Context: an optimization exercise on an open-source flow, tuned for small area. The choices shown serve that exercise and are no tape-out recipe.
No functional check of the RTL was part of this run.
No driver is modelled on the clock port, so clocking that relies on it looks cheaper here than on a real chip.
Power figures rest on the tool's default switching activity, not on a simulated workload.

[flow/config.mk]
export PLATFORM = sky130hd
export DESIGN_NAME = rp_acq
export DESIGN_NICKNAME = rp_acq
export VERILOG_FILES = /design/flow/design.v
export SDC_FILE = /design/flow/constraint.sdc
export NUM_CORES = 8
export LEC_CHECK = 0
export ABC_AREA = 1
export CAP_MARGIN = 10
export CORE_MARGIN = 2
export CORE_UTILIZATION = 40
export GPL_TIMING_DRIVEN = 0
export SLEW_MARGIN = 10
[flow/flow/run.sh]
#!/bin/bash
# Own layout flow: the standard synthesis, then the combinational logic
# between the standard synthesis's registers and adder cells is re-mapped for
# area with ABC (registers, full and half adders and tie cells are kept as
# they are), then the standard layout with a minimum-size buffer on every
# port.  Each tool writes its full output to a log file in this folder.
set -euo pipefail
W=$PWD
F=$W/flow
R=$W/orfs/results/${FLOW_PLATFORM}/rp_acq/base
YOSYS=${FLOW_HOME}/../tools/install/yosys/bin/yosys
[ -x "$YOSYS" ] || YOSYS=yosys
LIB=${FLOW_HOME}/platforms/${FLOW_PLATFORM}/lib/sky130_fd_sc_hd__tt_025C_1v80.lib

bash standard.sh synth > $W/log_1_standard_synth.log 2>&1
cp $R/1_2_yosys.v $W/standard_synth.v

python3 $F/reopt.py $W/standard_synth.v $W/reopt_in.v > $W/log_2_reopt_py.log 2>&1
bash $F/reopt.sh $W/reopt_in.v $W/reopt_out.v $W > $W/log_3_reopt.log 2>&1
cp $W/reopt_out.v $R/1_2_yosys.v

CTS="-sink_clustering_enable -repair_clock_nets -dont_use_dummy_load -buf_list sky130_fd_sc_hd__clkbuf_8 -sink_clustering_size 20 -sink_clustering_max_diameter 40"
MK=(BUFFER_PORTS_ARGS="-buffer_cell sky130_fd_sc_hd__buf_1" CTS_ARGS="$CTS")
bash standard.sh "${MK[@]}" cts > $W/log_4_standard_to_cts.log 2>&1
CTS_ODB=$R/4_cts.odb CTS_BIG=13 CTS_SMALL=8 openroad -no_init -exit $F/cts_resize.tcl > $W/log_5_cts_resize.log 2>&1
bash standard.sh "${MK[@]}" finish > $W/log_6_standard_layout.log 2>&1
[flow/constraint.sdc]
create_clock -name core_clock -period 8.0 [get_ports {clk}]
set_input_delay 1.6000 -clock core_clock [delete_from_list [all_inputs] [get_ports {clk}]]
set_output_delay 1.6000 -clock core_clock [all_outputs]
set_load 0.01 [all_outputs]
[flow/flow/cts_resize.tcl]
# Size each clock tree buffer by the number of flip-flop clock pins it
# drives, so no clock pin sees a slow edge, then re-legalize the placement.
read_db $::env(CTS_ODB)
set block [ord::get_db_block]
set db [ord::get_db]
proc master {name} { return [[ord::get_db] findMaster $name] }
set changed 0
foreach inst [$block getInsts] {
  set m [[$inst getMaster] getName]
  if {![string match "sky130_fd_sc_hd__clkbuf_*" $m]} { continue }
  set out [$inst findITerm X]
  if {$out == "NULL"} { continue }
  set net [$out getNet]
  if {$net == "NULL" || [$net getSigType] != "CLOCK"} { continue }
  set ff 0
  set bufs 0
  foreach it [$net getITerms] {
    if {[$it isOutputSignal]} { continue }
    set mm [[$it getInst] getMaster]
    if {[string match "*clkbuf*" [$mm getName]]} { incr bufs } else { incr ff }
  }
  if {$bufs > 0} { continue }
  if {$ff >= $::env(CTS_BIG)} {
    set want sky130_fd_sc_hd__clkbuf_16
  } elseif {$ff <= $::env(CTS_SMALL)} {
    set want sky130_fd_sc_hd__clkbuf_4
  } else {
    set want sky130_fd_sc_hd__clkbuf_8
  }
  if {$want != $m} {
    puts "[$inst getName]: $ff flip-flops, $m -> $want"
    $inst swapMaster [master $want]
    incr changed
  }
}
puts "clock buffers resized: $changed"
detailed_placement
check_placement -verbose
write_db $::env(CTS_ODB)
[flow/flow/reopt.sh]
#!/bin/bash
# Re-map the combinational logic of $1 (prepared by reopt.py) with several
# ABC scripts in parallel (deepsyn is randomized: several seeds) and keep the
# smallest result as $2.  Each run's full output goes to a log in $3.
set -uo pipefail
IN=$1; OUT=$2; LOGDIR=$3
F=$(cd "$(dirname "$0")" && pwd)
YOSYS=${FLOW_HOME}/../tools/install/yosys/bin/yosys
[ -x "$YOSYS" ] || YOSYS=yosys
LIB=${FLOW_HOME}/platforms/${FLOW_PLATFORM}/lib/sky130_fd_sc_hd__tt_025C_1v80.lib
T=${REOPT_SECONDS:-90}
N=${REOPT_SEEDS:-6}
scripts=("strash; &get -n; &dch -f; &nf -a -R 1000; &put")
for s in $(seq 1 $N); do
  scripts+=("strash; &get -n; &deepsyn -T $T -S $s; &dch -f; &nf -a -R 1000; &put")
done
pids=()
for i in "${!scripts[@]}"; do
  d=$LOGDIR/reopt_$i; mkdir -p $d
  echo "${scripts[$i]}" | tr ';' '\n' | sed 's/^ *//' > $d/script.abc
  ( $YOSYS -p "read_liberty -lib $LIB; read_verilog $IN; hierarchy -top ${FLOW_TOP}; opt -purge; techmap; opt -fast; abc -liberty $LIB -dont_use *probe* -dont_use *lpflow* -script $d/script.abc; opt_clean -purge; setundef -zero; hilomap -singleton -hicell sky130_fd_sc_hd__conb_1 HI -locell sky130_fd_sc_hd__conb_1 LO; splitnets; opt_clean -purge; check; tee -o $d/stat.txt stat -liberty $LIB; write_verilog -noattr -nohex -nodec $d/out.v" > $LOGDIR/log_3_reopt_run$i.log 2>&1 ) &
  pids+=($!)
done
for p in "${pids[@]}"; do wait $p || true; done
best=""; bestA=""
for i in "${!scripts[@]}"; do
  d=$LOGDIR/reopt_$i
  a=$(grep "Chip area" $d/stat.txt 2>/dev/null | awk '{print $NF}')
  [ -n "$a" ] && [ -s $d/out.v ] || continue
  echo "run $i: area $a: ${scripts[$i]}"
  if [ -z "$bestA" ] || awk "BEGIN{exit !($a < $bestA)}"; then best=$i; bestA=$a; fi
done
echo "kept run $best, area $bestA"
cp $LOGDIR/reopt_$best/out.v $OUT
[flow/standard.sh]
#!/bin/bash
# synth_recipe.tcl (not shown) runs the flow's synth.tcl, then flattens the netlist and writes it again
# the make line also repeats each setting of config.mk as NAME=value (left out here)
make -C /OpenROAD-flow-scripts/flow DESIGN_CONFIG=/design/flow/config.mk WORK_HOME=/design/flow/orfs CLKGATE_MAP_FILE= SYNTH_SCRIPT=/design/flow/synth_recipe.tcl "${@:-finish}"
[flow/design.v]
`timescale 1ns / 1ps
module rp_acq (
    input clk,
    input rst_n,
    input [31:0] gpio_data,
    input [13:0] adc_dat_a_in,
    input ext_trig,
    output [7:0] led_o,
    output [31:0] BRAM_write_address,
    output [31:0] BRAM_write_data,
    output [3:0] BRAM_wren
);
    reg c_st;             
    reg c_prev;           
    reg c_start;          
    reg [23:0] samples;
    reg [23:0] repsn;     
    reg [5:0] hops;       
    always @(posedge clk) begin
        c_prev <= rst_n & gpio_data[31];
        if (!rst_n) begin
            c_st <= 1'b0;
            c_start <= 1'b0;
            samples <= 24'd0;
            repsn <= 24'hffffff;
            hops <= 6'd0;
        end else begin
            c_st <= ~c_st & (gpio_data[31] ^ c_prev);
            c_start <= c_st & (gpio_data[30:24] == 7'b0000001);
            if (c_st && gpio_data[30:25] == 6'b111110) samples <= gpio_data[23:0];
            if (c_st && gpio_data[30:25] == 6'b111111) repsn <= ~gpio_data[23:0];
            if (c_st && gpio_data[30:25] == 6'b111101) hops <= gpio_data[5:0];
        end
    end
    reg [1:0] st;
    reg last_trig;
    reg [2:0] pc;         
    reg [23:0] slat;      
    reg [23:0] rcn;       
    reg [13:0] xr;        
    reg [24:0] widx;      
    wire run = st[1] & st[0];
    wire [25:0] wc;
    wire [24:0] winc;
    assign wc[0] = 1'b1;
    genvar gi;
    generate for (gi = 0; gi < 25; gi = gi + 1) begin : g_winc
        assign winc[gi] = widx[gi] ^ wc[gi];
        assign wc[gi + 1] = widx[gi] & wc[gi];
    end endgenerate
    wire last = (winc[23:0] == slat);
    wire rdc = run & last;
    wire [24:0] rb;
    wire [23:0] rnext;
    assign rb[0] = 1'b1;
    generate for (gi = 0; gi < 24; gi = gi + 1) begin : g_rdec
        assign rnext[gi] = rcn[gi] ^ (rb[gi] & rdc);
        assign rb[gi + 1] = rcn[gi] & rb[gi];
    end endgenerate
    wire pc_last = pc[2] & ~pc[1];
    always @(posedge clk) begin
        if (st == 2'd0) rcn <= repsn;
        else rcn <= rnext;
    end
    always @(posedge clk) begin
        last_trig <= ext_trig;
        if (!rst_n) begin
            st <= 2'd0;
            xr <= 14'd0;
        end else begin
            case (st)
                2'd0: begin
                    if (c_start) st <= 2'd1;
                end
                2'd1: begin
                    pc <= 3'd0;
                    if (&rcn) st <= 2'd0;
                    else if (ext_trig & ~last_trig) st <= 2'd2;
                end
                2'd2: begin
                    pc <= {pc[1:0], ~pc[2]};
                    if (pc_last) begin
                        st <= 2'd3;
                        slat <= samples;
                        xr <= adc_dat_a_in;
                    end
                end
                2'd3: begin
                    xr <= adc_dat_a_in;
                    if (last) begin
                        st <= 2'd1;
                    end
                end
            endcase
        end
    end
    always @(posedge clk) begin
        if (rst_n & run) widx <= winc;
        else widx <= {25{1'b1}};
    end
    reg [5:0] ph;         
    reg [5:0] ph1;        
    wire [13:0] x = {xr[13], ~xr[12:0]};    
    wire [6:0] pcy;
    wire [5:0] pnext;
    assign pcy[0] = 1'b0;
    generate for (gi = 0; gi < 6; gi = gi + 1) begin : g_ph
        assign pnext[gi] = ph[gi] ^ hops[gi] ^ pcy[gi];
        assign pcy[gi + 1] = (ph[gi] & hops[gi]) | (ph[gi] & pcy[gi]) | (hops[gi] & pcy[gi]);
    end endgenerate
    always @(posedge clk) begin
        if (!rst_n) ph <= 6'd0;
        else ph <= pnext;
        ph1 <= ph;
    end
    wire [31:0] pdec;
    genvar gp;
    generate for (gp = 0; gp < 32; gp = gp + 1) begin : g_pdec
        assign pdec[gp] = (ph[4:0] == gp);
    end endgenerate
    wire [14:0] mag_d;
    assign mag_d[0] = |(pdec & 32'hf194b5e4);
    assign mag_d[1] = |(pdec & 32'ha1f2feec);
    assign mag_d[2] = |(pdec & 32'ha50a9036);
    assign mag_d[3] = |(pdec & 32'h2a262db8);
    assign mag_d[4] = |(pdec & 32'h35d4c484);
    assign mag_d[5] = |(pdec & 32'h50be33fe);
    assign mag_d[6] = |(pdec & 32'h42d0851a);
    assign mag_d[7] = |(pdec & 32'hc7d6b53c);
    assign mag_d[8] = |(pdec & 32'h3a0afd80);
    assign mag_d[9] = |(pdec & 32'h5616d22a);
    assign mag_d[10] = |(pdec & 32'h9b4ee566);
    assign mag_d[11] = |(pdec & 32'h493ef9b4);
    assign mag_d[12] = |(pdec & 32'h38fefe38);
    assign mag_d[13] = |(pdec & 32'h07feffc0);
    assign mag_d[14] = |(pdec & 32'h00010000);
    reg [14:0] mag;
    reg s;
    always @(posedge clk) begin
        mag <= mag_d;
        s <= ph[5];
    end
    wire [14:0] xb = {x, 1'b0};
    wire one0 = xb[1] ^ xb[0];
    wire two0 = (xb[2] & ~xb[1] & ~xb[0]) | (~xb[2] & xb[1] & xb[0]);
    wire neg0 = xb[2] ^ s;
    wire one1 = xb[3] ^ xb[2];
    wire two1 = (xb[4] & ~xb[3] & ~xb[2]) | (~xb[4] & xb[3] & xb[2]);
    wire neg1 = xb[4] ^ s;
    wire one2 = xb[5] ^ xb[4];
    wire two2 = (xb[6] & ~xb[5] & ~xb[4]) | (~xb[6] & xb[5] & xb[4]);
    wire neg2 = xb[6] ^ s;
    wire one3 = xb[7] ^ xb[6];
    wire two3 = (xb[8] & ~xb[7] & ~xb[6]) | (~xb[8] & xb[7] & xb[6]);
    wire neg3 = xb[8] ^ s;
    wire one4 = xb[9] ^ xb[8];
    wire two4 = (xb[10] & ~xb[9] & ~xb[8]) | (~xb[10] & xb[9] & xb[8]);
    wire neg4 = xb[10] ^ s;
    wire one5 = xb[11] ^ xb[10];
    wire two5 = (xb[12] & ~xb[11] & ~xb[10]) | (~xb[12] & xb[11] & xb[10]);
    wire neg5 = xb[12] ^ s;
    wire one6 = xb[13] ^ xb[12];
    wire two6 = (xb[14] & ~xb[13] & ~xb[12]) | (~xb[14] & xb[13] & xb[12]);
    wire neg6 = xb[14] ^ s;
    wire w0 = one0 & mag[0];
    wire w1 = neg0 & ~(one0 & mag[0]);
    wire w2 = ((one0 & mag[1]) | (two0 & mag[0])) ^ neg0;
    wire w3 = ((one0 & mag[2]) | (two0 & mag[1])) ^ neg0;
    wire w4 = ((one0 & mag[3]) | (two0 & mag[2])) ^ neg0;
    wire w5 = ((one0 & mag[4]) | (two0 & mag[3])) ^ neg0;
    wire w6 = ((one0 & mag[5]) | (two0 & mag[4])) ^ neg0;
    wire w7 = ((one0 & mag[6]) | (two0 & mag[5])) ^ neg0;
    wire w8 = ((one0 & mag[7]) | (two0 & mag[6])) ^ neg0;
    wire w9 = ((one0 & mag[8]) | (two0 & mag[7])) ^ neg0;
    wire w10 = ((one0 & mag[9]) | (two0 & mag[8])) ^ neg0;
    wire w11 = ((one0 & mag[10]) | (two0 & mag[9])) ^ neg0;
    wire w12 = ((one0 & mag[11]) | (two0 & mag[10])) ^ neg0;
    wire w13 = ((one0 & mag[12]) | (two0 & mag[11])) ^ neg0;
    wire w14 = ((one0 & mag[13]) | (two0 & mag[12])) ^ neg0;
    wire w15 = ((one0 & mag[14]) | (two0 & mag[13])) ^ neg0;
    wire w16 = ((one0 & 1'b0) | (two0 & mag[14])) ^ neg0;
    wire w17 = ~neg0;
    wire w18 = one1 & mag[0];
    wire w19 = neg1 & ~(one1 & mag[0]);
    wire w20 = ((one1 & mag[1]) | (two1 & mag[0])) ^ neg1;
    wire w21 = ((one1 & mag[2]) | (two1 & mag[1])) ^ neg1;
    wire w22 = ((one1 & mag[3]) | (two1 & mag[2])) ^ neg1;
    wire w23 = ((one1 & mag[4]) | (two1 & mag[3])) ^ neg1;
    wire w24 = ((one1 & mag[5]) | (two1 & mag[4])) ^ neg1;
    wire w25 = ((one1 & mag[6]) | (two1 & mag[5])) ^ neg1;
    wire w26 = ((one1 & mag[7]) | (two1 & mag[6])) ^ neg1;
    wire w27 = ((one1 & mag[8]) | (two1 & mag[7])) ^ neg1;
    wire w28 = ((one1 & mag[9]) | (two1 & mag[8])) ^ neg1;
    wire w29 = ((one1 & mag[10]) | (two1 & mag[9])) ^ neg1;
    wire w30 = ((one1 & mag[11]) | (two1 & mag[10])) ^ neg1;
    wire w31 = ((one1 & mag[12]) | (two1 & mag[11])) ^ neg1;
    wire w32 = ((one1 & mag[13]) | (two1 & mag[12])) ^ neg1;
    wire w33 = ((one1 & mag[14]) | (two1 & mag[13])) ^ neg1;
    wire w34 = ((one1 & 1'b0) | (two1 & mag[14])) ^ neg1;
    wire w35 = ~neg1;
    wire w36 = one2 & mag[0];
    wire w37 = neg2 & ~(one2 & mag[0]);
    wire w38 = ((one2 & mag[1]) | (two2 & mag[0])) ^ neg2;
    wire w39 = ((one2 & mag[2]) | (two2 & mag[1])) ^ neg2;
    wire w40 = ((one2 & mag[3]) | (two2 & mag[2])) ^ neg2;
    wire w41 = ((one2 & mag[4]) | (two2 & mag[3])) ^ neg2;
    wire w42 = ((one2 & mag[5]) | (two2 & mag[4])) ^ neg2;
    wire w43 = ((one2 & mag[6]) | (two2 & mag[5])) ^ neg2;
    wire w44 = ((one2 & mag[7]) | (two2 & mag[6])) ^ neg2;
    wire w45 = ((one2 & mag[8]) | (two2 & mag[7])) ^ neg2;
    wire w46 = ((one2 & mag[9]) | (two2 & mag[8])) ^ neg2;
    wire w47 = ((one2 & mag[10]) | (two2 & mag[9])) ^ neg2;
    wire w48 = ((one2 & mag[11]) | (two2 & mag[10])) ^ neg2;
    wire w49 = ((one2 & mag[12]) | (two2 & mag[11])) ^ neg2;
    wire w50 = ((one2 & mag[13]) | (two2 & mag[12])) ^ neg2;
    wire w51 = ((one2 & mag[14]) | (two2 & mag[13])) ^ neg2;
    wire w52 = ((one2 & 1'b0) | (two2 & mag[14])) ^ neg2;
    wire w53 = ~neg2;
    wire w54 = one3 & mag[0];
    wire w55 = neg3 & ~(one3 & mag[0]);
    wire w56 = ((one3 & mag[1]) | (two3 & mag[0])) ^ neg3;
    wire w57 = ((one3 & mag[2]) | (two3 & mag[1])) ^ neg3;
    wire w58 = ((one3 & mag[3]) | (two3 & mag[2])) ^ neg3;
    wire w59 = ((one3 & mag[4]) | (two3 & mag[3])) ^ neg3;
    wire w60 = ((one3 & mag[5]) | (two3 & mag[4])) ^ neg3;
    wire w61 = ((one3 & mag[6]) | (two3 & mag[5])) ^ neg3;
    wire w62 = ((one3 & mag[7]) | (two3 & mag[6])) ^ neg3;
    wire w63 = ((one3 & mag[8]) | (two3 & mag[7])) ^ neg3;
    wire w64 = ((one3 & mag[9]) | (two3 & mag[8])) ^ neg3;
    wire w65 = ((one3 & mag[10]) | (two3 & mag[9])) ^ neg3;
    wire w66 = ((one3 & mag[11]) | (two3 & mag[10])) ^ neg3;
    wire w67 = ((one3 & mag[12]) | (two3 & mag[11])) ^ neg3;
    wire w68 = ((one3 & mag[13]) | (two3 & mag[12])) ^ neg3;
    wire w69 = ((one3 & mag[14]) | (two3 & mag[13])) ^ neg3;
    wire w70 = ((one3 & 1'b0) | (two3 & mag[14])) ^ neg3;
    wire w71 = ~neg3;
    wire w72 = one4 & mag[0];
    wire w73 = neg4 & ~(one4 & mag[0]);
    wire w74 = ((one4 & mag[1]) | (two4 & mag[0])) ^ neg4;
    wire w75 = ((one4 & mag[2]) | (two4 & mag[1])) ^ neg4;
    wire w76 = ((one4 & mag[3]) | (two4 & mag[2])) ^ neg4;
    wire w77 = ((one4 & mag[4]) | (two4 & mag[3])) ^ neg4;
    wire w78 = ((one4 & mag[5]) | (two4 & mag[4])) ^ neg4;
    wire w79 = ((one4 & mag[6]) | (two4 & mag[5])) ^ neg4;
    wire w80 = ((one4 & mag[7]) | (two4 & mag[6])) ^ neg4;
    wire w81 = ((one4 & mag[8]) | (two4 & mag[7])) ^ neg4;
    wire w82 = ((one4 & mag[9]) | (two4 & mag[8])) ^ neg4;
    wire w83 = ((one4 & mag[10]) | (two4 & mag[9])) ^ neg4;
    wire w84 = ((one4 & mag[11]) | (two4 & mag[10])) ^ neg4;
    wire w85 = ((one4 & mag[12]) | (two4 & mag[11])) ^ neg4;
    wire w86 = ((one4 & mag[13]) | (two4 & mag[12])) ^ neg4;
    wire w87 = ((one4 & mag[14]) | (two4 & mag[13])) ^ neg4;
    wire w88 = ((one4 & 1'b0) | (two4 & mag[14])) ^ neg4;
    wire w89 = ~neg4;
    wire w90 = one5 & mag[0];
    wire w91 = neg5 & ~(one5 & mag[0]);
    wire w92 = ((one5 & mag[1]) | (two5 & mag[0])) ^ neg5;
    wire w93 = ((one5 & mag[2]) | (two5 & mag[1])) ^ neg5;
    wire w94 = ((one5 & mag[3]) | (two5 & mag[2])) ^ neg5;
    wire w95 = ((one5 & mag[4]) | (two5 & mag[3])) ^ neg5;
    wire w96 = ((one5 & mag[5]) | (two5 & mag[4])) ^ neg5;
    wire w97 = ((one5 & mag[6]) | (two5 & mag[5])) ^ neg5;
    wire w98 = ((one5 & mag[7]) | (two5 & mag[6])) ^ neg5;
    wire w99 = ((one5 & mag[8]) | (two5 & mag[7])) ^ neg5;
    wire w100 = ((one5 & mag[9]) | (two5 & mag[8])) ^ neg5;
    wire w101 = ((one5 & mag[10]) | (two5 & mag[9])) ^ neg5;
    wire w102 = ((one5 & mag[11]) | (two5 & mag[10])) ^ neg5;
    wire w103 = ((one5 & mag[12]) | (two5 & mag[11])) ^ neg5;
    wire w104 = ((one5 & mag[13]) | (two5 & mag[12])) ^ neg5;
    wire w105 = ((one5 & mag[14]) | (two5 & mag[13])) ^ neg5;
    wire w106 = ((one5 & 1'b0) | (two5 & mag[14])) ^ neg5;
    wire w107 = ~neg5;
    wire w108 = one6 & mag[0];
    wire w109 = neg6 & ~(one6 & mag[0]);
    wire w110 = ((one6 & mag[1]) | (two6 & mag[0])) ^ neg6;
    wire w111 = ((one6 & mag[2]) | (two6 & mag[1])) ^ neg6;
    wire w112 = ((one6 & mag[3]) | (two6 & mag[2])) ^ neg6;
    wire w113 = ((one6 & mag[4]) | (two6 & mag[3])) ^ neg6;
    wire w114 = ((one6 & mag[5]) | (two6 & mag[4])) ^ neg6;
    wire w115 = ((one6 & mag[6]) | (two6 & mag[5])) ^ neg6;
    wire w116 = ((one6 & mag[7]) | (two6 & mag[6])) ^ neg6;
    wire w117 = ((one6 & mag[8]) | (two6 & mag[7])) ^ neg6;
    wire w118 = ((one6 & mag[9]) | (two6 & mag[8])) ^ neg6;
    wire w119 = ((one6 & mag[10]) | (two6 & mag[9])) ^ neg6;
    wire w120 = ((one6 & mag[11]) | (two6 & mag[10])) ^ neg6;
    wire w121 = ((one6 & mag[12]) | (two6 & mag[11])) ^ neg6;
    wire w122 = ((one6 & mag[13]) | (two6 & mag[12])) ^ neg6;
    wire w123 = ((one6 & mag[14]) | (two6 & mag[13])) ^ neg6;
    wire w124 = ((one6 & 1'b0) | (two6 & mag[14])) ^ neg6;
    wire w125 = ~neg6;
    wire w126 = w12 ^ w28;
    wire w127 = w12 & w28;
    wire w128 = w13 ^ w29 ^ w45;
    wire w129 = (w13 & w29) | (w13 & w45) | (w29 & w45);
    wire w130 = w14 ^ w30 ^ w46;
    wire w131 = (w14 & w30) | (w14 & w46) | (w30 & w46);
    wire w132 = w62 ^ w78;
    wire w133 = w62 & w78;
    wire w134 = w15 ^ w31 ^ w47;
    wire w135 = (w15 & w31) | (w15 & w47) | (w31 & w47);
    wire w136 = w63 ^ w79;
    wire w137 = w63 & w79;
    wire w138 = w16 ^ w32 ^ w48;
    wire w139 = (w16 & w32) | (w16 & w48) | (w32 & w48);
    wire w140 = w64 ^ w80;
    wire w141 = w64 & w80;
    wire w142 = neg0 ^ w33 ^ w49;
    wire w143 = (neg0 & w33) | (neg0 & w49) | (w33 & w49);
    wire w144 = w65 ^ w81;
    wire w145 = w65 & w81;
    wire w146 = neg0 ^ w34 ^ w50;
    wire w147 = (neg0 & w34) | (neg0 & w50) | (w34 & w50);
    wire w148 = w66 ^ w82;
    wire w149 = w66 & w82;
    wire w150 = w17 ^ w35 ^ w51;
    wire w151 = (w17 & w35) | (w17 & w51) | (w35 & w51);
    wire w152 = w67 ^ w83;
    wire w153 = w67 & w83;
    wire w154 = 1'b1 ^ w52 ^ w68;
    wire w155 = (1'b1 & w52) | (1'b1 & w68) | (w52 & w68);
    wire w156 = w8 ^ w24;
    wire w157 = w8 & w24;
    wire w158 = w9 ^ w25 ^ w41;
    wire w159 = (w9 & w25) | (w9 & w41) | (w25 & w41);
    wire w160 = w10 ^ w26 ^ w42;
    wire w161 = (w10 & w26) | (w10 & w42) | (w26 & w42);
    wire w162 = w58 ^ w73;
    wire w163 = w58 & w73;
    wire w164 = w11 ^ w27 ^ w43;
    wire w165 = (w11 & w27) | (w11 & w43) | (w27 & w43);
    wire w166 = w59 ^ w75 ^ w90;
    wire w167 = (w59 & w75) | (w59 & w90) | (w75 & w90);
    wire w168 = w44 ^ w60 ^ w76;
    wire w169 = (w44 & w60) | (w44 & w76) | (w60 & w76);
    wire w170 = w91 ^ w92 ^ w126;
    wire w171 = (w91 & w92) | (w91 & w126) | (w92 & w126);
    wire w172 = w61 ^ w77 ^ w93;
    wire w173 = (w61 & w77) | (w61 & w93) | (w77 & w93);
    wire w174 = w108 ^ w127 ^ w128;
    wire w175 = (w108 & w127) | (w108 & w128) | (w127 & w128);
    wire w176 = w94 ^ w109 ^ w110;
    wire w177 = (w94 & w109) | (w94 & w110) | (w109 & w110);
    wire w178 = w132 ^ w129 ^ w130;
    wire w179 = (w132 & w129) | (w132 & w130) | (w129 & w130);
    wire w180 = w95 ^ w111 ^ w133;
    wire w181 = (w95 & w111) | (w95 & w133) | (w111 & w133);
    wire w182 = w136 ^ w131 ^ w134;
    wire w183 = (w136 & w131) | (w136 & w134) | (w131 & w134);
    wire w184 = w96 ^ w112 ^ w137;
    wire w185 = (w96 & w112) | (w96 & w137) | (w112 & w137);
    wire w186 = w140 ^ w135 ^ w138;
    wire w187 = (w140 & w135) | (w140 & w138) | (w135 & w138);
    wire w188 = w97 ^ w113 ^ w141;
    wire w189 = (w97 & w113) | (w97 & w141) | (w113 & w141);
    wire w190 = w144 ^ w139 ^ w142;
    wire w191 = (w144 & w139) | (w144 & w142) | (w139 & w142);
    wire w192 = w98 ^ w114 ^ w145;
    wire w193 = (w98 & w114) | (w98 & w145) | (w114 & w145);
    wire w194 = w148 ^ w143 ^ w146;
    wire w195 = (w148 & w143) | (w148 & w146) | (w143 & w146);
    wire w196 = w99 ^ w115 ^ w149;
    wire w197 = (w99 & w115) | (w99 & w149) | (w115 & w149);
    wire w198 = w152 ^ w147 ^ w150;
    wire w199 = (w152 & w147) | (w152 & w150) | (w147 & w150);
    wire w200 = w84 ^ w100 ^ w116;
    wire w201 = (w84 & w100) | (w84 & w116) | (w100 & w116);
    wire w202 = w153 ^ w151 ^ w154;
    wire w203 = (w153 & w151) | (w153 & w154) | (w151 & w154);
    wire w204 = w53 ^ w69 ^ w85;
    wire w205 = (w53 & w69) | (w53 & w85) | (w69 & w85);
    wire w206 = w101 ^ w117 ^ w155;
    wire w207 = (w101 & w117) | (w101 & w155) | (w117 & w155);
    wire w208 = 1'b1 ^ w70 ^ w86;
    wire w209 = (1'b1 & w70) | (1'b1 & w86) | (w70 & w86);
    wire w210 = w102 ^ w118;
    wire w211 = w102 & w118;
    wire w212 = w71 ^ w87 ^ w103;
    wire w213 = (w71 & w87) | (w71 & w103) | (w87 & w103);
    wire w214 = 1'b1 ^ w88;
    wire w215 = 1'b1 & w88;
    wire w216 = w6 ^ w22;
    wire w217 = w6 & w22;
    wire w218 = w7 ^ w23 ^ w39;
    wire w219 = (w7 & w23) | (w7 & w39) | (w23 & w39);
    wire w220 = w40 ^ w55 ^ w56;
    wire w221 = (w40 & w55) | (w40 & w56) | (w55 & w56);
    wire w222 = w57 ^ w72 ^ w157;
    wire w223 = (w57 & w72) | (w57 & w157) | (w72 & w157);
    wire w224 = w74 ^ w162 ^ w159;
    wire w225 = (w74 & w162) | (w74 & w159) | (w162 & w159);
    wire w226 = w163 ^ w161 ^ w164;
    wire w227 = (w163 & w161) | (w163 & w164) | (w161 & w164);
    wire w228 = w165 ^ w167 ^ w168;
    wire w229 = (w165 & w167) | (w165 & w168) | (w167 & w168);
    wire w230 = w169 ^ w172 ^ w171;
    wire w231 = (w169 & w172) | (w169 & w171) | (w172 & w171);
    wire w232 = w173 ^ w176 ^ w175;
    wire w233 = (w173 & w176) | (w173 & w175) | (w176 & w175);
    wire w234 = w177 ^ w180 ^ w179;
    wire w235 = (w177 & w180) | (w177 & w179) | (w180 & w179);
    wire w236 = w181 ^ w184 ^ w183;
    wire w237 = (w181 & w184) | (w181 & w183) | (w184 & w183);
    wire w238 = w185 ^ w188 ^ w187;
    wire w239 = (w185 & w188) | (w185 & w187) | (w188 & w187);
    wire w240 = w189 ^ w192 ^ w191;
    wire w241 = (w189 & w192) | (w189 & w191) | (w192 & w191);
    wire w242 = w193 ^ w196 ^ w195;
    wire w243 = (w193 & w196) | (w193 & w195) | (w196 & w195);
    wire w244 = w200 ^ w197 ^ w199;
    wire w245 = (w200 & w197) | (w200 & w199) | (w197 & w199);
    wire w246 = w201 ^ w204 ^ w203;
    wire w247 = (w201 & w204) | (w201 & w203) | (w204 & w203);
    wire w248 = w210 ^ w205 ^ w208;
    wire w249 = (w210 & w205) | (w210 & w208) | (w205 & w208);
    wire w250 = w119 ^ w211 ^ w209;
    wire w251 = (w119 & w211) | (w119 & w209) | (w211 & w209);
    wire w252 = w104 ^ w120 ^ w214;
    wire w253 = (w104 & w120) | (w104 & w214) | (w120 & w214);
    wire w254 = w89 ^ w105 ^ w121;
    wire w255 = (w89 & w105) | (w89 & w121) | (w105 & w121);
    wire w256 = 1'b1 ^ w106;
    wire w257 = 1'b1 & w106;
    wire w258 = w4 ^ w19;
    wire w259 = w4 & w19;
    wire w260 = w5 ^ w21 ^ w36;
    wire w261 = (w5 & w21) | (w5 & w36) | (w21 & w36);
    wire w262 = w37 ^ w38 ^ w216;
    wire w263 = (w37 & w38) | (w37 & w216) | (w38 & w216);
    wire w264 = w54 ^ w217 ^ w218;
    wire w265 = (w54 & w217) | (w54 & w218) | (w217 & w218);
    wire w266 = w156 ^ w219 ^ w220;
    wire w267 = (w156 & w219) | (w156 & w220) | (w219 & w220);
    wire w268 = w221 ^ w158 ^ w222;
    wire w269 = (w221 & w158) | (w221 & w222) | (w158 & w222);
    wire w270 = w160 ^ w223 ^ w224;
    wire w271 = (w160 & w223) | (w160 & w224) | (w223 & w224);
    wire w272 = w166 ^ w225 ^ w226;
    wire w273 = (w166 & w225) | (w166 & w226) | (w225 & w226);
    wire w274 = w170 ^ w227 ^ w228;
    wire w275 = (w170 & w227) | (w170 & w228) | (w227 & w228);
    wire w276 = w229 ^ w174 ^ w230;
    wire w277 = (w229 & w174) | (w229 & w230) | (w174 & w230);
    wire w278 = w178 ^ w231 ^ w232;
    wire w279 = (w178 & w231) | (w178 & w232) | (w231 & w232);
    wire w280 = w182 ^ w233 ^ w234;
    wire w281 = (w182 & w233) | (w182 & w234) | (w233 & w234);
    wire w282 = w186 ^ w235 ^ w236;
    wire w283 = (w186 & w235) | (w186 & w236) | (w235 & w236);
    wire w284 = w190 ^ w237 ^ w238;
    wire w285 = (w190 & w237) | (w190 & w238) | (w237 & w238);
    wire w286 = w194 ^ w239 ^ w240;
    wire w287 = (w194 & w239) | (w194 & w240) | (w239 & w240);
    wire w288 = w198 ^ w241 ^ w242;
    wire w289 = (w198 & w241) | (w198 & w242) | (w241 & w242);
    wire w290 = w202 ^ w243 ^ w244;
    wire w291 = (w202 & w243) | (w202 & w244) | (w243 & w244);
    wire w292 = w206 ^ w245 ^ w246;
    wire w293 = (w206 & w245) | (w206 & w246) | (w245 & w246);
    wire w294 = w207 ^ w248 ^ w247;
    wire w295 = (w207 & w248) | (w207 & w247) | (w248 & w247);
    wire w296 = w212 ^ w249 ^ w250;
    wire w297 = (w212 & w249) | (w212 & w250) | (w249 & w250);
    wire w298 = w213 ^ w252 ^ w251;
    wire w299 = (w213 & w252) | (w213 & w251) | (w252 & w251);
    wire w300 = w215 ^ w254 ^ w253;
    wire w301 = (w215 & w254) | (w215 & w253) | (w254 & w253);
    wire w302 = w122 ^ w256 ^ w255;
    wire w303 = (w122 & w256) | (w122 & w255) | (w256 & w255);
    wire w304 = w107 ^ w123 ^ w257;
    wire w305 = (w107 & w123) | (w107 & w257) | (w123 & w257);
    wire w306 = 1'b1 ^ w124;
    wire w307 = 1'b1 & w124;
    wire w308 = w1 ^ w2;
    wire w309 = w1 & w2;
    wire w310 = w3 ^ w18 ^ w309;
    wire w311 = (w3 & w18) | (w3 & w309) | (w18 & w309);
    wire w312 = w20 ^ w258 ^ w311;
    wire w313 = (w20 & w258) | (w20 & w311) | (w258 & w311);
    wire w314 = w259 ^ w260 ^ w313;
    wire w315 = (w259 & w260) | (w259 & w313) | (w260 & w313);
    wire w316 = w261 ^ w262 ^ w315;
    wire w317 = (w261 & w262) | (w261 & w315) | (w262 & w315);
    wire w318 = w263 ^ w264 ^ w317;
    wire w319 = (w263 & w264) | (w263 & w317) | (w264 & w317);
    wire w320 = w265 ^ w266 ^ w319;
    wire w321 = (w265 & w266) | (w265 & w319) | (w266 & w319);
    wire w322 = w267 ^ w268 ^ w321;
    wire w323 = (w267 & w268) | (w267 & w321) | (w268 & w321);
    wire w324 = w269 ^ w270 ^ w323;
    wire w325 = (w269 & w270) | (w269 & w323) | (w270 & w323);
    wire w326 = w271 ^ w272 ^ w325;
    wire w327 = (w271 & w272) | (w271 & w325) | (w272 & w325);
    wire w328 = w273 ^ w274 ^ w327;
    wire w329 = (w273 & w274) | (w273 & w327) | (w274 & w327);
    wire w330 = w275 ^ w276;
    wire w331 = w275 & w276;
    wire w332 = w277 ^ w278 ^ w331;
    wire w333 = (w277 & w278) | (w277 & w331) | (w278 & w331);
    wire w334 = w279 ^ w280 ^ w333;
    wire w335 = (w279 & w280) | (w279 & w333) | (w280 & w333);
    wire w336 = w281 ^ w282 ^ w335;
    wire w337 = (w281 & w282) | (w281 & w335) | (w282 & w335);
    wire w338 = w283 ^ w284 ^ w337;
    wire w339 = (w283 & w284) | (w283 & w337) | (w284 & w337);
    wire w340 = w285 ^ w286 ^ w339;
    wire w341 = (w285 & w286) | (w285 & w339) | (w286 & w339);
    wire w342 = w330 ^ w329;
    wire w343 = w329 & w330;
    wire w344 = w332 ^ w343;
    wire w345 = w330 & w332;
    wire w346 = w329 & w345;
    wire w347 = w334 ^ w346;
    wire w348 = w345 & w334;
    wire w349 = w329 & w348;
    wire w350 = w336 ^ w349;
    wire w351 = w348 & w336;
    wire w352 = w329 & w351;
    wire w353 = w338 ^ w352;
    wire w354 = w351 & w338;
    wire w355 = w329 & w354;
    wire w356 = w340 ^ w355;
    wire w357 = w354 & w340;
    wire w358 = w329 & w357;
    wire w359 = w341 | w358;
    wire w360 = w287 ^ w288;
    wire w361 = w287 & w288;
    wire w362 = w289 ^ w290 ^ w361;
    wire w363 = (w289 & w290) | (w289 & w361) | (w290 & w361);
    wire w364 = w291 ^ w292 ^ w363;
    wire w365 = (w291 & w292) | (w291 & w363) | (w292 & w363);
    wire w366 = w293 ^ w294 ^ w365;
    wire w367 = (w293 & w294) | (w293 & w365) | (w294 & w365);
    wire w368 = w296 ^ w295 ^ w367;
    wire w369 = (w296 & w295) | (w296 & w367) | (w295 & w367);
    wire w370 = w297 ^ w298 ^ w369;
    wire w371 = (w297 & w298) | (w297 & w369) | (w298 & w369);
    wire w372 = w360 ^ w359;
    wire w373 = w359 & w360;
    wire w374 = w362 ^ w373;
    wire w375 = w360 & w362;
    wire w376 = w359 & w375;
    wire w377 = w364 ^ w376;
    wire w378 = w375 & w364;
    wire w379 = w359 & w378;
    wire w380 = w366 ^ w379;
    wire w381 = w378 & w366;
    wire w382 = w359 & w381;
    wire w383 = w368 ^ w382;
    wire w384 = w381 & w368;
    wire w385 = w359 & w384;
    wire w386 = w370 ^ w385;
    wire w387 = w384 & w370;
    wire w388 = w359 & w387;
    wire w389 = w371 | w388;
    wire w390 = w300 ^ w299;
    wire w391 = w300 & w299;
    wire w392 = w302 ^ w301 ^ w391;
    wire w393 = (w302 & w301) | (w302 & w391) | (w301 & w391);
    wire w394 = w304 ^ w303 ^ w393;
    wire w395 = (w304 & w303) | (w304 & w393) | (w303 & w393);
    wire w396 = w306 ^ w305 ^ w395;
    wire w397 = (w306 & w305) | (w306 & w395) | (w305 & w395);
    wire w398 = w125 ^ w307 ^ w397;
    wire w399 = (w125 & w307) | (w125 & w397) | (w307 & w397);
    wire w400 = w390 ^ w389;
    wire w401 = w389 & w390;
    wire w402 = w392 ^ w401;
    wire w403 = w390 & w392;
    wire w404 = w389 & w403;
    wire w405 = w394 ^ w404;
    wire w406 = w403 & w394;
    wire w407 = w389 & w406;
    wire w408 = w396 ^ w407;
    wire w409 = w406 & w396;
    wire w410 = w389 & w409;
    wire w411 = w398 ^ w410;
    wire w412 = w409 & w398;
    wire [28:0] pm = {w411, w408, w405, w402, w400, w386, w383, w380, w377, w374, w372, w356, w353, w350, w347, w344, w342, w328, w326, w324, w322, w320, w318, w316, w314, w312, w310, w308, w0};
    reg [28:0] prod;
    always @(posedge clk) prod <= pm;
    assign led_o = {6'd0, st};
    assign BRAM_wren = {4{run}};
    assign BRAM_write_address = {{5{widx[24]}}, widx, 2'b00};
    assign BRAM_write_data = {{3{prod[28]}}, prod};
endmodule
[flow/flow/libfunc.py]
"""Read combinational cell functions from the sky130hd liberty file and turn
an ABC-mapped gate netlist into Verilog assign statements."""
import re

def lib_functions(path):
    txt = open(path).read()
    funcs = {}
    for m in re.finditer(r'\n\s*cell\s*\(\s*"?(\w+)"?\s*\)\s*\{', txt):
        name = m.group(1)
        start = m.end()
        nxt = txt.find('\n    cell (', start)
        body = txt[start:nxt if nxt > 0 else len(txt)]
        outs = {}
        for pm in re.finditer(r'pin\s*\(\s*"?(\w+)"?\s*\)\s*\{', body):
            pb = body[pm.end():pm.end() + 4000]
            d = re.search(r'direction\s*:\s*"?(\w+)"?', pb)
            f = re.search(r'function\s*:\s*"([^"]*)"', pb)
            if d and d.group(1) == 'output' and f:
                outs[pm.group(1)] = f.group(1)
        if outs:
            funcs[name] = outs
    return funcs

def to_verilog_expr(f, pins):
    # liberty: ! not, & or space and, | or + or, ^ xor
    e = f.replace('!', '~').replace('+', '|')
    e = re.sub(r'\)\s+\(', ')&(', e)
    e = re.sub(r'(\w)\s+(\w)', r'\1&\2', e)
    e = re.sub(r'(\w)\s+\(', r'\1&(', e)
    e = re.sub(r'\)\s+(\w)', r')&\1', e)
    e = re.sub(r'\b([A-Z]\w*)\b', lambda m: '(%s)' % pins[m.group(1)] if m.group(1) in pins else m.group(0), e)
    return e

import subprocess, os, tempfile
ABC = '/OpenROAD-flow-scripts/tools/install/yosys/bin/yosys-abc'
LIB = '/OpenROAD-flow-scripts/flow/platforms/sky130hd/lib/sky130_fd_sc_hd__tt_025C_1v80.lib'
DONT = ['sky130_fd_sc_hd__probe_p_8', 'sky130_fd_sc_hd__probec_p_8']

def abc_map(blif_text, script, prefix):
    """Optimize and map a BLIF with ABC; return (verilog assign lines, area)."""
    d = tempfile.mkdtemp()
    fi = os.path.join(d, 'in.blif'); fo = os.path.join(d, 'out.blif')
    open(fi, 'w').write(blif_text)
    cmd = 'read_lib -w %s; read %s; %s; print_stats; write_blif %s' % (LIB, fi, script, fo)
    r = subprocess.run([ABC, '-c', cmd], capture_output=True, text=True)
    area = re.findall(r'area\s*=\s*([0-9.]+)', r.stdout)
    funcs = lib_functions(LIB)
    lines = []
    txt = open(fo).read().replace('\\\n', ' ')
    n = 0
    for ln in txt.split('\n'):
        ln = ln.strip()
        if ln.startswith('.gate'):
            parts = ln.split()[1:]
            cell = parts[0]
            pins = dict(p.split('=') for p in parts[1:])
            outs = funcs[cell]
            for op, f in outs.items():
                if op in pins:
                    lines.append('    assign %s = %s;' % (pins[op], to_verilog_expr(f, pins)))
        elif ln.startswith('.names'):
            parts = ln.split()[1:]
            lines.append(('NAMES', parts))
    # handle .names (constants / buffers) simply
    out = []
    tl = txt.split('\n')
    i = 0
    while i < len(tl):
        ln = tl[i].strip()
        if ln.startswith('.names'):
            parts = ln.split()[1:]
            rows = []
            i += 1
            while i < len(tl) and tl[i].strip() and not tl[i].strip().startswith('.'):
                rows.append(tl[i].strip()); i += 1
            if len(parts) == 1:
                out.append("    assign %s = 1'b%d;" % (parts[0], 1 if rows and rows[0] == '1' else 0))
            elif len(parts) == 2 and rows in (['1 1'],):
                out.append('    assign %s = %s;' % (parts[1], parts[0]))
            elif len(parts) == 2 and rows in (['0 1'],):
                out.append('    assign %s = ~%s;' % (parts[1], parts[0]))
            else:
                raise Exception('names %s %s' % (parts, rows))
            continue
        i += 1
    return [l for l in lines if not isinstance(l, tuple)] + out, float(area[-1]) if area else None
[flow/flow/reopt.py]
#!/usr/bin/env python3
"""Prepare a mapped sky130 netlist (flat, one module) for re-mapping its
combinational logic: single-output combinational cells become assign
statements; flip-flops, full/half adders and tie cells stay as instances.
Full adders with two or three inverted inputs are flipped
(FA(~a,~b,~c) = ~FA(a,b,c)), so the inverters can cancel; half adders with
an unused output become a plain gate.
usage: reopt.py in.v out.v"""
import re, sys
sys.path.insert(0, __file__.rsplit('/', 1)[0])
import libfunc

KEEP = re.compile(r'sky130_fd_sc_hd__(fa|ha|dfxtp|edfxtp|dfrtp|conb|dfstp|sdf|edf)')
INV = re.compile(r'sky130_fd_sc_hd__(inv|clkinv)_\d+$')

def esc(n):
    return n + ' ' if n.startswith('\\') else n

def main(fi, fo):
    net = open(fi).read()
    funcs = libfunc.lib_functions(libfunc.LIB)
    m = re.search(r'module\s+(\w+)\s*\((.*?)\);(.*)endmodule', net, re.S)
    top, ports, body = m.group(1), m.group(2), m.group(3)
    stmts = [s.strip() for s in body.split(';') if s.strip()]
    cells = []   # [type, name, pins dict] or None for plain statements
    other = []
    for s in stmts:
        mi = re.match(r'(sky130_fd_sc_hd__\w+)\s+(\S+)\s*\((.*)\)$', s, re.S)
        if mi:
            pins = dict((a, b.strip()) for a, b in re.findall(r'\.(\w+)\(([^()]*)\)', mi.group(3)))
            cells.append([mi.group(1), mi.group(2), pins])
        else:
            other.append(s)
    outpins = ('X', 'Y', 'Q', 'Q_N', 'SUM', 'COUT', 'HI', 'LO')
    use = {}
    for t, n, p in cells:
        for k, v in p.items():
            if k not in outpins and v:
                use[v] = use.get(v, 0) + 1
    for s in other:
        if s.startswith('assign'):
            rhs = s.split('=', 1)[1]
            for v in re.findall(r'(\\\S+|[A-Za-z_][\w$]*(?:\s*\[\d+\])?)', rhs):
                v = v.strip()
                use[v] = use.get(v, 0) + 1
    inv_of = {}
    for t, n, p in cells:
        if INV.match(t):
            inv_of[p['Y']] = p['A']
    extra = []
    wires = []
    cnt = [0]
    def newnet():
        cnt[0] += 1
        w = 'reopt_n%d' % cnt[0]
        wires.append(w)
        return w
    # Choose a polarity for every full adder (flipped: it gets complemented
    # inputs and gives complemented outputs) to need as few inverters as
    # possible.  A net's value is traced back through inverters to a base
    # net; a base driven by other logic is taken to be free in either
    # polarity, one driven by a flip-flop or half adder is true only.
    drv = {}
    for i, (t, n, p) in enumerate(cells):
        for k, v in p.items():
            if k in outpins and v:
                drv[v] = i
    def base(v):
        r = 0
        while v in inv_of:
            v = inv_of[v]; r ^= 1
        return v, r
    fas = [i for i, c in enumerate(cells) if re.match(r'sky130_fd_sc_hd__fa_\d', c[0])]
    fa_idx = dict((i, j) for j, i in enumerate(fas))
    pol = [0] * len(fas)
    # requirements: base -> list of (kind, fa index or None, parity)
    req = {}
    for i, (t, n, p) in enumerate(cells):
        if INV.match(t):
            continue
        generic = not KEEP.match(t)
        for k, v in p.items():
            if k in outpins or not v:
                continue
            b, r = base(v)
            if i in fa_idx:
                req.setdefault(b, []).append((fa_idx[i], r))
            elif not generic:
                req.setdefault(b, []).append((None, r))
    for s_ in other:
        if s_.startswith('assign'):
            rhs = s_.split('=', 1)[1].strip()
            b, r = base(rhs)
            req.setdefault(b, []).append((None, r))
    def src_pol(b):
        j = drv.get(b)
        if j is None:
            return 0
        if j in fa_idx:
            return ('fa', fa_idx[j])
        if KEEP.match(cells[j][0]):
            return 0
        return None   # generic logic: free
    bases = list(req.keys())
    bsrc = dict((b, src_pol(b)) for b in bases)
    def cost_of(b):
        sp = bsrc[b]
        if sp is None:
            return 0
        have = pol[sp[1]] if isinstance(sp, tuple) else 0
        need = set((r ^ (pol[j] if j is not None else 0)) for j, r in req[b])
        return 1 if any(x != have for x in need) else 0
    touch = {}
    for b in bases:
        sp = bsrc[b]
        if isinstance(sp, tuple):
            touch.setdefault(sp[1], set()).add(b)
        for j, r in req[b]:
            if j is not None:
                touch.setdefault(j, set()).add(b)
    improved = True
    rounds = 0
    while improved and rounds < 50:
        improved = False
        rounds += 1
        for j in range(len(fas)):
            bs = touch.get(j, ())
            before = sum(cost_of(b) for b in bs)
            pol[j] ^= 1
            after = sum(cost_of(b) for b in bs)
            if after < before:
                improved = True
            else:
                pol[j] ^= 1
    flips = 0
    for j, i in enumerate(fas):
        if not pol[j]:
            continue
        flips += 1
        t, n, p = cells[i]
        new = []
        for k in ('A', 'B', 'CIN'):
            w = newnet()
            extra.append('assign %s = ~%s;' % (w, esc(p[k])))
            p[k] = w
        for k in ('SUM', 'COUT'):
            o = p.get(k, '')
            if o:
                w = newnet()
                extra.append('assign %s = ~%s;' % (esc(o), w))
                p[k] = w
    out = ['module %s(%s);' % (top, ports)]
    for s in other:
        out.append('  ' + s + ' ;')
    for w in wires:
        out.append('  wire %s;' % w)
    ha_fixed = 0
    for t, n, p in cells:
        if re.match(r'sky130_fd_sc_hd__ha_\d', t):
            s_, c_ = p.get('SUM', ''), p.get('COUT', '')
            if not s_ or use.get(s_, 0) == 0:
                out.append('  assign %s = %s & %s;' % (esc(c_), esc(p['A']), esc(p['B'])))
                ha_fixed += 1
                continue
            if not c_ or use.get(c_, 0) == 0:
                out.append('  assign %s = %s ^ %s;' % (esc(s_), esc(p['A']), esc(p['B'])))
                ha_fixed += 1
                continue
        if KEEP.match(t):
            out.append('  %s %s (%s);' % (t, n, ', '.join('.%s(%s)' % (k, esc(v)) for k, v in p.items())))
            continue
        pe = dict((k, esc(v)) for k, v in p.items())
        for op, f in funcs[t].items():
            if op in p and p[op]:
                out.append('  assign %s = %s;' % (pe[op], libfunc.to_verilog_expr(f, pe)))
    for s in extra:
        out.append('  ' + s)
    out.append('endmodule')
    open(fo, 'w').write('\n'.join(out) + '\n')
    print('full adders flipped: %d, half adders made plain gates: %d' % (flips, ha_fixed))

if __name__ == '__main__':
    main(sys.argv[1], sys.argv[2])
==> run summary <==
area growth from synthesis to layout 14.7%; highest clock frequency the design can meet 0.133 GHz; maximum capacitance violations 0; commonest cells after routing, fill and taps aside 166 x dfxtp_1, 116 x buf_1, 99 x fa_1, 92 x xnor2_1, 87 x a22oi_1; Slowest-stage cell, CP fa_1; total non-filler cell area in the finished layout 13600 um2; die span in y 176 um; Ports 125; unrepaired setup endpoints after global routing no; Synth warnings 1; PortBufs 116; time the worst path needs with I/O delays and setup 7.54 ns; cell area after technology mapping 11800 um2; CTS clock-pin slew for the worst setup and hold paths 0.08 ns; pin count of the biggest net entering global routing 46; overall via count from detail_route 9255; final setup skew 0.0949 ns; latest clock arrival within the worst-skew pair 0.59 ns; required time worst endpoint 8.48 ns; type of the setup path with the least slack register to register; cell count after synthesis 1141; chain of cells forming the critical path xor2_4 > a22oi_1 > xor2_1 > fa_1 > fa_1 > fa_1 > fa_1 > fa_1 > fa_1 > fa_1 > fa_1 > fa_1 > o31ai_2 > nand2_1 > or3_1 > o41ai_2 > and3_1 > nand3_1 > xnor2_1; Initial Util 40.9%; total overflow reported by the global router 0; via density per instance 5.43; num rows 62; clk sinks 201; power per cell area 494 nW/um2; post-detailed-route wirelength per cell 17.5 um; mean post-synth cell area 10.4 um2; Inserted Clock Buffers 30; via count of the first global-routing pass 9239; clock tree root buffer cell clkbuf_8; critical path launch point type register; final setup vio count 0; die boundary width 176 um; number of fill cells in the layout 2737; worst vdd rail ir drop 0.545 mV; Placed Area 13000 um2; hold_ws 0.396 ns; number of optimization iterations in the first detailed-route pass 5; initial antenna violation count 1; critical hold path startpoint ph[5]$_SDFF_PN0_; wire length of the first global-routing pass 48.6 mm; number of nets in the layout 1516; most common cell after layout, fill and taps aside dfxtp_1; total count of max-transition violations in the final report 0; max_slew headroom 34.7%; Initial DRC Count 782; Clock Path Buffers 3; Final Hold Vio Count 0; fraction of final layout cells with drive strength greater than 1 6.75%; outcome complete, no violations; share of the clock period used by the worst path after layout 94.3%; most common cell type on the critical path fa_1; area of the core 28900 um2; worst-case reg-to-reg path depth 19; total detailed-routing wirelength 29.7 mm; total routing resource utilization after global routing 19.3%; worst setup path start xr[3]$_SDFFE_PN0P_; Worst Path Max Fanout 15; RePlAce Congestion 0.867; Worst setup EP type register; worst endpoint data arrival time 8.02 ns; TritonCTS clock tree built; detailed-route DRC error count 0; number of hold-repair buffers added at the cts stage 0; DIE AREA 31000 um2; transition time at the pin with the least slew margin 0.954 ns; leakage power of the design 0.00491 uW; sum of net half-perimeters after detailed placement 22.6 mm; maximum level of the CTS H-tree 1; ANT nets after route 0; worst min path class register to register; hold path cells 0; worst reg2reg startpoint xr[3]$_SDFFE_PN0P_; Max stage delay on crit path 0.55 ns
-- final cells by class --
class / count / area, um2 / area share, %
multi-input cells: 898 / 7620 / 56.1
flip-flops and latches: 201 / 4310 / 31.7
repair buffers: 141 / 676 / 4.98
well taps: 384 / 480 / 3.54
clock buffers: 30 / 304 / 2.24
inverters: 49 / 189 / 1.39
diodes: 1 / 2.50 / 0.0184
-- final timing paths --
path                      end  slack, ns
max reg2reg  prod[28]$_DFF_P_       0.46
min reg2reg         s$_DFF_P_       0.40
max          prod[28]$_DFF_P_       0.46
min                 s$_DFF_P_       0.40
-- through the flow --
step | util (%) | power [uW] | setup TNS (ns) | instances | setup WS (ns)
after floorplan | - | 5030 | 0 | 1148 | 0.145
after global placement | 44.2 | 5900 | -10.06 | 1648 | -1.17
after detailed placement | 45.1 | 6070 | -10.68 | 1665 | -1.19
after CTS | 46.9 | 6790 | 0 | 1695 | 0.00649
after global routing | 46.9 | 7550 | 0 | 1703 | 0.00992
final | 46.9 | 6710 | 0 | 1704 | 0.459
-- worst max-delay path, delay by kind of cell (launching register included) --
family / cells / cell delay [ns]
adders and majority gates: 9 / 4.44
and+or+nand+nor: 4 / 0.92
AOI/OAI and AO/OA: 3 / 0.85
xor gates and xnor gates: 3 / 0.80
DFF: 1 / 0.46
-- per-layer routing --
metal | vias to the layer above | part of all wire, % | global-route usage [%]
li1 | 4417 | - | -
met1 | 4502 | 47 | 27.3
met2 | 283 | 45 | 30.8
met3 | 53 | 5.4 | 2.76
met4 | 0 | 2.6 | 5.79
met5 | - | 0 | 0
-- where the power goes --
group	internal (uW)	switching [uW]	leakage, uW	total (uW)
sequential	1300	117	0.00168	1420
clock	241	333	0.000172	574
combinational	2190	2520	0.00306	4710
total	3740	2970	0.00491	6710
-- sequential cells by signal, indices dropped and copies added, names as in the netlist, 14 cells and up --
| register | flops |
|---|---|
| mag | 15 |
| prod | 29 |
| rcn | 24 |
| repsn | 24 |
| samples | 24 |
| slat | 24 |
| widx | 25 |
| xr | 14 |
-- what timing repair did --
item / CTS / global route
setup endpoints to repair: 17 / 5
setup buffers: 0 / 8
gates resized for setup: 20 / 12
pin swaps: 1 / 3

==> re-timing with driven ports <==
Ports are ideal in the flow. The routed layout listed here was re-timed in OpenROAD. Step 1: set_driving_cell puts a clkbuf_16 on clk and a buf_2 on each other input, an assumption about the parent block. Step 2 also shifts input and output timing later by t, the mid clock arrival at the registers, as if the neighbouring blocks saw the same clock. a / b / c = ideal / step 1 / step 2; a / b = the first two.
shift t [ns]: 0.580
slack for setup (ns): 0.459 / 0.459 / 0.459
latest minus earliest clock arrival (ns): 0.105 / 0.105
slew at the worst register clock pin (ns): 0.09 / 0.09
pins driven straight from the clock port: 1
After both steps this run still meets setup and hold. The setup slack of this run moves by 0.000 ns with the drivers and by 0.000 ns with both steps.
